Background: an optimization exercise with open tools, aiming at small area and a short achievable clock period. Do not read the settings as production practice. RTL that was checked went through simulation tests only; none was proved equivalent to the original.

==> flow/design.v <==
`timescale 1ns / 1ps
module fp_logarithm(in_val, clk, ln_output, rst);
input  [31:0] in_val;
input         clk, rst;
output [31:0] ln_output;
localparam [20:0] K8 = 21'h162E43;    
reg [28:0] cX;     
reg [1:0]  m10;    
wire [22:0] cM = {~cX[27:7], m10};
reg [7:0]  cE;
reg [3:0]  st;
reg [32:0] accr;    
reg [31:0] outr;
reg        a2d;
reg [2:0]  h;
reg        sel4, sel1, s0p, s0x, sel4n, sel1n, s0pn, s0xn, s0q, fsub;
reg        one1, two1, neg1, one2, two2, neg2, holdr;
reg        one1n, two1n, neg1n, one2n, two2n, neg2n;
assign ln_output = outr;
always @(posedge clk) begin
  m10 <= in_val[1:0];
  cE <= in_val[30:23];
  st <= st + 4'd1;
end
wire e127c = (cE == 8'd127);
wire subc  = ~cE[7] & ~(&cE[6:0]);           
wire [6:0] ev = subc ? ~cE[6:0] : (cE[6:0] + 7'd1);
reg  [2:0] msbev;
always @* begin
  casez (ev)
    7'b1??????: msbev = 3'd6;
    7'b01?????: msbev = 3'd5;
    7'b001????: msbev = 3'd4;
    7'b0001???: msbev = 3'd3;
    7'b00001??: msbev = 3'd2;
    7'b000001?: msbev = 3'd1;
    default:    msbev = 3'd0;
  endcase
end
wire [6:0] evn   = ev << (3'd6 - msbev);
wire       ovfc  = (evn >= 7'd93);
reg e127, e255, sub, ovf;
reg [2:0] delta;
always @(posedge clk) begin
  e127  <= e127c;
  e255  <= (cE == 8'd255);
  sub   <= subc;
  ovf   <= ovfc;
  delta <= msbev + {2'b0, ovfc};
end
wire [3:0]  ns   = st + 4'd1;
wire ldPA = (ns == 4'd11);
wire ldPB = (ns == 4'd12);
always @(posedge clk) begin
  if (ldPA)      cX <= ovf ? {8'b0, K8} : {7'b0, K8, 1'b0};
  else if (ldPB) cX <= ovf ? {4'b0, K8, 4'b0} : {3'b0, K8, 5'b0};
  else           cX <= {1'b1, ~in_val[22:2], 7'b0};
end
wire [24:0] mext = {1'b0, cM, 1'b0};
wire [8:0]  eext = {1'b0, evn, 1'b0};
reg  [4:0]  win;
reg         hnext;
always @* begin
  win = 5'd0;
  hnext = 1'b0;
  case (ns)
    4'd0: win = mext[4:0];
    4'd1: begin win = mext[8:4];   hnext = e127 & (cM[22:3]  == 20'd0); end
    4'd2: begin win = mext[12:8];  hnext = e127 & (cM[22:7]  == 16'd0); end
    4'd3: begin win = mext[16:12]; hnext = e127 & (cM[22:11] == 12'd0); end
    4'd4: begin win = mext[20:16]; hnext = e127 & (cM[22:15] == 8'd0);  end
    4'd5: begin win = mext[24:20]; hnext = e127 & (cM[22:19] == 4'd0);  end
    4'd11: win = e127 ? 5'd0 : eext[4:0];
    4'd12: win = e127 ? 5'd0 : eext[8:4];
    default: win = 5'd0;
  endcase
  if (hnext) win = 5'd0;
end
always @(posedge clk) begin
  one1 <= win[1] ^ win[0];
  two1 <= (win[2] & ~win[1] & ~win[0]) | (~win[2] & win[1] & win[0]);
  neg1 <= win[2] & ~(win[1] & win[0]);
  one2 <= win[3] ^ win[2];
  two2 <= (win[4] & ~win[3] & ~win[2]) | (~win[4] & win[3] & win[2]);
  neg2 <= win[4] & ~(win[3] & win[2]);
  one1n <= ~(win[1] ^ win[0]);
  two1n <= ~((win[2] & ~win[1] & ~win[0]) | (~win[2] & win[1] & win[0]));
  neg1n <= ~(win[2] & ~(win[1] & win[0]));
  one2n <= ~(win[3] ^ win[2]);
  two2n <= ~((win[4] & ~win[3] & ~win[2]) | (~win[4] & win[3] & win[2]));
  neg2n <= ~(win[4] & ~(win[3] & win[2]));
  holdr <= hnext;
end
reg isQ, isPA, isPB, isS0, isOut;
always @(posedge clk) begin
  isQ   <= (ns <= 4'd5);
  isPA  <= (ns == 4'd11);
  isPB  <= (ns == 4'd12);
  isS0  <= (ns == 4'd0);
  isOut <= (ns == 4'd13);
end
wire c1 = isQ & ~m10[1];
wire [28:0] X = cX;
wire [32:0] lowm = isQ ? 33'h7F : (isPB ? 33'hF : 33'h0);
wire [29:0] c1v  = {22'd0, c1, 7'd0};
wire [29:0] one1v = {{15{~one1n}}, {15{one1}}};
wire [29:0] two1v = {{15{~two1n}}, {15{two1}}};
wire [29:0] neg1v = {{15{~neg1n}}, {15{neg1}}};
wire [29:0] one2v = {{15{~one2n}}, {15{one2}}};
wire [29:0] two2v = {{15{~two2n}}, {15{two2}}};
wire [29:0] neg2v = {{15{~neg2n}}, {15{neg2}}};
wire [29:0] base1 = (one1v & {1'b0, X}) | (two1v & ({X, 1'b0} | c1v));
wire [29:0] base2 = (one2v & {1'b0, X}) | (two2v & ({X, 1'b0} | c1v));
wire [32:0] r1 = {{3{~neg1n}}, base1 ^ (neg1v & ~lowm[29:0])};
wire [32:0] r2 = {{3{~neg2n}}, base2 ^ (neg2v & ~lowm[29:0])};
wire a1 = (one1 | two1) & (neg1 ^ c1);
wire a2 = (one2 | two2) & (neg2 ^ c1);
wire [32:0] ex_a1 = isQ ? ({32'd0, a1} << 7) : (isPB ? ({32'd0, a1} << 4) : {32'd0, a1});
wire [32:0] ex_a2 = isPB ? ({32'd0, a2d} << 2) : ({32'd0, a2d} << 5);
wire [32:0] r2s = {r2[30:0], 2'b00} | ex_a1 | ex_a2;
wire mask = isPA & ~e127;
wire [29:0] s4v = {{15{~sel4n}}, {15{sel4}}};
wire [29:0] s1v = {{15{~sel1n}}, {15{sel1}}};
wire [25:0] s0pv = {{11{~s0pn}}, {15{s0p}}};
wire [25:0] s0xv = {{11{~s0xn}}, {15{s0x}}};
wire [29:0] acc_sh = (s4v & {accr[32], accr[32:4]}) | (s1v & accr[30:1]);
wire [29:0] acc_in = {acc_sh[29:4] | (s0pv & accr[29:4]) | (s0xv & ~accr[29:4]),
                      acc_sh[3:0]  | ({4{s0q}} & accr[3:0]) | {4{fsub}}};
wire cin = mask & sub;
wire [32:0] opa = {{3{acc_in[29]}}, acc_in};
wire [32:0] csa_s = opa ^ r1 ^ r2s;
wire [32:0] csa_c = {(opa[31:0] & r1[31:0]) | (opa[31:0] & r2s[31:0]) | (r1[31:0] & r2s[31:0]), cin};
wire [32:0] sum = csa_s + csa_c;
reg [1:0] shn, shr;
reg e127al;
always @* begin
  shn = 2'd0;
  if (ns <= 4'd5) shn = hnext ? 2'd0 : 2'd2;
  else if (~e127) case (ns)
    4'd6:  shn = delta[2] ? 2'd2 : 2'd0;
    4'd7, 4'd8: shn = delta[1] ? 2'd1 : 2'd0;
    4'd9:  shn = delta[0] ? 2'd1 : 2'd0;
    4'd12: shn = 2'd2;
    default: shn = 2'd0;
  endcase
end
always @(posedge clk) begin
  shr    <= shn;
  e127al <= e127 & (ns >= 4'd7) & (ns <= 4'd10);
end
wire ge24 = sel1 ? |accr[30:25] : |accr[29:24];
wire [1:0] shs = e127al ? {1'b0, ge24} : shr;
always @(posedge clk) begin
  accr <= sum;
  sel4 <= (shs == 2'd2) & (ns != 4'd0);
  sel1 <= (shs == 2'd1) & (ns != 4'd0);
  s0p  <= (shs == 2'd0) & (ns != 4'd0) & ~((ns == 4'd11) & ~e127 & sub);
  s0x  <= (ns == 4'd11) & ~e127 & sub;
  s0q  <= (shs == 2'd0) & (ns != 4'd0) & ~((ns == 4'd11) & ~e127);
  fsub <= (ns == 4'd11) & ~e127 & sub;
  sel4n <= ~((shs == 2'd2) & (ns != 4'd0));
  sel1n <= ~((shs == 2'd1) & (ns != 4'd0));
  s0pn <= ~((shs == 2'd0) & (ns != 4'd0) & ~((ns == 4'd11) & ~e127 & sub));
  s0xn <= ~((ns == 4'd11) & ~e127 & sub);
  a2d <= ((isQ & ~holdr) | isPA) ? a2 : 1'b0;
  if (isS0) h <= 3'd0;
  else if (e127al & ge24) h <= h + 3'd1;
end
wire [24:0] xv = e127 ? accr[24:0] : accr[28:4];
reg  [22:0] field;
reg  [1:0]  pofs;  
always @* begin
  if (xv[24])      begin field = xv[23:1];                  pofs = 2'd3; end
  else if (xv[23]) begin field = {xv[22:1], 1'b0};          pofs = 2'd2; end
  else if (xv[22]) begin field = {xv[21:1], 2'b00};         pofs = 2'd1; end
  else             begin field = {xv[20:1], 3'b000};        pofs = 2'd0; end
end
wire [2:0] z = {2'b0, cM[22:3] == 20'd0} + {2'b0, cM[22:7] == 16'd0} + {2'b0, cM[22:11] == 12'd0}
             + {2'b0, cM[22:15] == 8'd0} + {2'b0, cM[22:19] == 4'd0};
wire [7:0] expo = e127 ? (8'd120 - {3'b0, z, 2'b00} + {5'b0, h} + {6'b0, pofs})
                       : (8'd124 + {5'b0, delta} + {6'b0, pofs});
always @(posedge clk) begin
  if (isOut) begin
    if (e255)                    outr <= 32'hcf317216;
    else if (e127 && cM == 23'd0) outr <= 32'h00800000;
    else                         outr <= {sub, expo, field};
  end
end
endmodule
==> flow/config.mk <==
export PLATFORM = sky130hd
export DESIGN_NAME = fp_logarithm
export DESIGN_NICKNAME = fp_logarithm
export VERILOG_FILES = /design/flow/design.v
export SDC_FILE = /design/flow/constraint.sdc
export NUM_CORES = 4
export LEC_CHECK = 0
export ABC_AREA = 1
export CAP_MARGIN = 20
export CORE_MARGIN = 2
export CORE_UTILIZATION = 65
export GPL_TIMING_DRIVEN = 1
export SLEW_MARGIN = 20
==> flow/constraint.sdc <==
create_clock -name core_clock -period 16.0 [get_ports {clk}]
set_input_delay 3.2000 -clock core_clock [delete_from_list [all_inputs] [get_ports {clk}]]
set_output_delay 3.2000 -clock core_clock [all_outputs]
set_load 0.01 [all_outputs]
standard.sh (not shown) runs the stock make flow with config.mk's settings and CLKGATE_MAP_FILE= SYNTH_SCRIPT=/design/flow/synth_recipe.tcl, a recipe that flattens the netlist after the stock synthesis.
==> flow/flow/run.sh <==
#!/bin/bash
set -e
ls -la > files.log 2>&1
cp standard.sh standard_sh.copy.log 2>/dev/null || true
export BUFFER_PORTS_ARGS="-buffer_cell sky130_fd_sc_hd__buf_2"
bash standard.sh > standard.log 2>&1
Change:
--- a/flow/design.v
+++ b/flow/design.v
@@ -10,9 +10,9 @@
 reg [7:0]  cE;
 reg [3:0]  st;
-reg [32:0] accr;    
+reg [33:0] accr;    
 reg [31:0] outr;
 reg        a2d;
 reg [2:0]  h;
-reg        sel4, sel1, s0p, s0x, sel4n, sel1n, s0pn, s0xn, s0q, fsub;
+reg        sel4, sel1, sel0, sel4n, sel1n, sel0n, xsub, lowf;
 reg        one1, two1, neg1, one2, two2, neg2, holdr;
 reg        one1n, two1n, neg1n, one2n, two2n, neg2n;
@@ -102,5 +102,5 @@
 wire c1 = isQ & ~m10[1];
 wire [28:0] X = cX;
-wire [32:0] lowm = isQ ? 33'h7F : (isPB ? 33'hF : 33'h0);
+wire [33:0] lowm = isQ ? 34'h7F : (isPB ? 34'hF : 34'h0);
 wire [29:0] c1v  = {22'd0, c1, 7'd0};
 wire [29:0] one1v = {{15{~one1n}}, {15{one1}}};
@@ -112,24 +112,22 @@
 wire [29:0] base1 = (one1v & {1'b0, X}) | (two1v & ({X, 1'b0} | c1v));
 wire [29:0] base2 = (one2v & {1'b0, X}) | (two2v & ({X, 1'b0} | c1v));
-wire [32:0] r1 = {{3{~neg1n}}, base1 ^ (neg1v & ~lowm[29:0])};
-wire [32:0] r2 = {{3{~neg2n}}, base2 ^ (neg2v & ~lowm[29:0])};
+wire [33:0] r1 = {{4{~neg1n}}, base1 ^ (neg1v & ~lowm[29:0])};
+wire [33:0] r2 = {{4{~neg2n}}, base2 ^ (neg2v & ~lowm[29:0])};
 wire a1 = (one1 | two1) & (neg1 ^ c1);
 wire a2 = (one2 | two2) & (neg2 ^ c1);
-wire [32:0] ex_a1 = isQ ? ({32'd0, a1} << 7) : (isPB ? ({32'd0, a1} << 4) : {32'd0, a1});
-wire [32:0] ex_a2 = isPB ? ({32'd0, a2d} << 2) : ({32'd0, a2d} << 5);
-wire [32:0] r2s = {r2[30:0], 2'b00} | ex_a1 | ex_a2;
+wire [33:0] ex_a1 = isQ ? ({33'd0, a1} << 7) : (isPB ? ({33'd0, a1} << 4) : {33'd0, a1});
+wire [33:0] ex_a2 = isPB ? ({33'd0, a2d} << 2) : ({33'd0, a2d} << 5);
+wire [33:0] r2s = {r2[31:0], 2'b00} | ex_a1 | ex_a2;
 wire mask = isPA & ~e127;
 wire [29:0] s4v = {{15{~sel4n}}, {15{sel4}}};
 wire [29:0] s1v = {{15{~sel1n}}, {15{sel1}}};
-wire [25:0] s0pv = {{11{~s0pn}}, {15{s0p}}};
-wire [25:0] s0xv = {{11{~s0xn}}, {15{s0x}}};
-wire [29:0] acc_sh = (s4v & {accr[32], accr[32:4]}) | (s1v & accr[30:1]);
-wire [29:0] acc_in = {acc_sh[29:4] | (s0pv & accr[29:4]) | (s0xv & ~accr[29:4]),
-                      acc_sh[3:0]  | ({4{s0q}} & accr[3:0]) | {4{fsub}}};
+wire [29:0] s0v = {{15{~sel0n}}, {15{sel0}}};
+wire [29:0] acc = (s4v & accr[33:4]) | (s1v & accr[30:1]) | (s0v & accr[29:0]);
+wire [29:0] acc_in = {acc[29:4] ^ {26{xsub}}, lowf ? {4{sub}} : acc[3:0]};
 wire cin = mask & sub;
-wire [32:0] opa = {{3{acc_in[29]}}, acc_in};
-wire [32:0] csa_s = opa ^ r1 ^ r2s;
-wire [32:0] csa_c = {(opa[31:0] & r1[31:0]) | (opa[31:0] & r2s[31:0]) | (r1[31:0] & r2s[31:0]), cin};
-wire [32:0] sum = csa_s + csa_c;
+wire [33:0] opa = {{4{acc_in[29]}}, acc_in};
+wire [33:0] csa_s = opa ^ r1 ^ r2s;
+wire [33:0] csa_c = {(opa[32:0] & r1[32:0]) | (opa[32:0] & r2s[32:0]) | (r1[32:0] & r2s[32:0]), cin};
+wire [33:0] sum = csa_s + csa_c;
 reg [1:0] shn, shr;
 reg e127al;
@@ -149,5 +147,5 @@
   e127al <= e127 & (ns >= 4'd7) & (ns <= 4'd10);
 end
-wire ge24 = sel1 ? |accr[30:25] : |accr[29:24];
+wire ge24 = |acc[29:24];
 wire [1:0] shs = e127al ? {1'b0, ge24} : shr;
 always @(posedge clk) begin
@@ -155,17 +153,15 @@
   sel4 <= (shs == 2'd2) & (ns != 4'd0);
   sel1 <= (shs == 2'd1) & (ns != 4'd0);
-  s0p  <= (shs == 2'd0) & (ns != 4'd0) & ~((ns == 4'd11) & ~e127 & sub);
-  s0x  <= (ns == 4'd11) & ~e127 & sub;
-  s0q  <= (shs == 2'd0) & (ns != 4'd0) & ~((ns == 4'd11) & ~e127);
-  fsub <= (ns == 4'd11) & ~e127 & sub;
+  sel0 <= (shs == 2'd0) & (ns != 4'd0);
   sel4n <= ~((shs == 2'd2) & (ns != 4'd0));
   sel1n <= ~((shs == 2'd1) & (ns != 4'd0));
-  s0pn <= ~((shs == 2'd0) & (ns != 4'd0) & ~((ns == 4'd11) & ~e127 & sub));
-  s0xn <= ~((ns == 4'd11) & ~e127 & sub);
+  sel0n <= ~((shs == 2'd0) & (ns != 4'd0));
+  xsub <= (ns == 4'd11) & ~e127 & sub;
+  lowf <= (ns == 4'd11) & ~e127;
   a2d <= ((isQ & ~holdr) | isPA) ? a2 : 1'b0;
   if (isS0) h <= 3'd0;
   else if (e127al & ge24) h <= h + 3'd1;
 end
-wire [24:0] xv = e127 ? accr[24:0] : accr[28:4];
+wire [24:0] xv = acc[24:0];
 reg  [22:0] field;
 reg  [1:0]  pofs;  
Result:
- count of clock-buffer cells in the layout decreases by 1
- cell area goes up by 0.75%
- worst setup slack improves by 0.26 ns
- global-route usage falls by 0.79 points
- critical path depth does not change
- non-clock buffer count increases by 1
For the first run of this note, only the layout was checked, not whether the RTL still works.

[re-timing with driven ports]
No port has a modelled driver above. Below, the same layouts with a new extraction and two added sets of constraints.
Step 1 (the two cells are an assumption about what drives the block):
set clk [get_ports {clk}]
set_driving_cell -lib_cell sky130_fd_sc_hd__clkbuf_16 $clk
set_driving_cell -lib_cell sky130_fd_sc_hd__buf_2 [delete_from_list [all_inputs] $clk]
Step 2, shift: input delay + t, output delay - t, t = (earliest + latest rising clock arrival at the registers) / 2. This alone moves slack from input paths to output paths.
a / b / c = ideal / step 1 / step 2; a / b = the first two.
run	shift t [ns]	slack for setup (ns)	pins driven straight from the clock port
the first run	0.472	11.498 / 11.498 / 11.498	1
the second run	0.476	11.758 / 11.758 / 11.758	1
After both steps setup and hold are still met in every run listed.
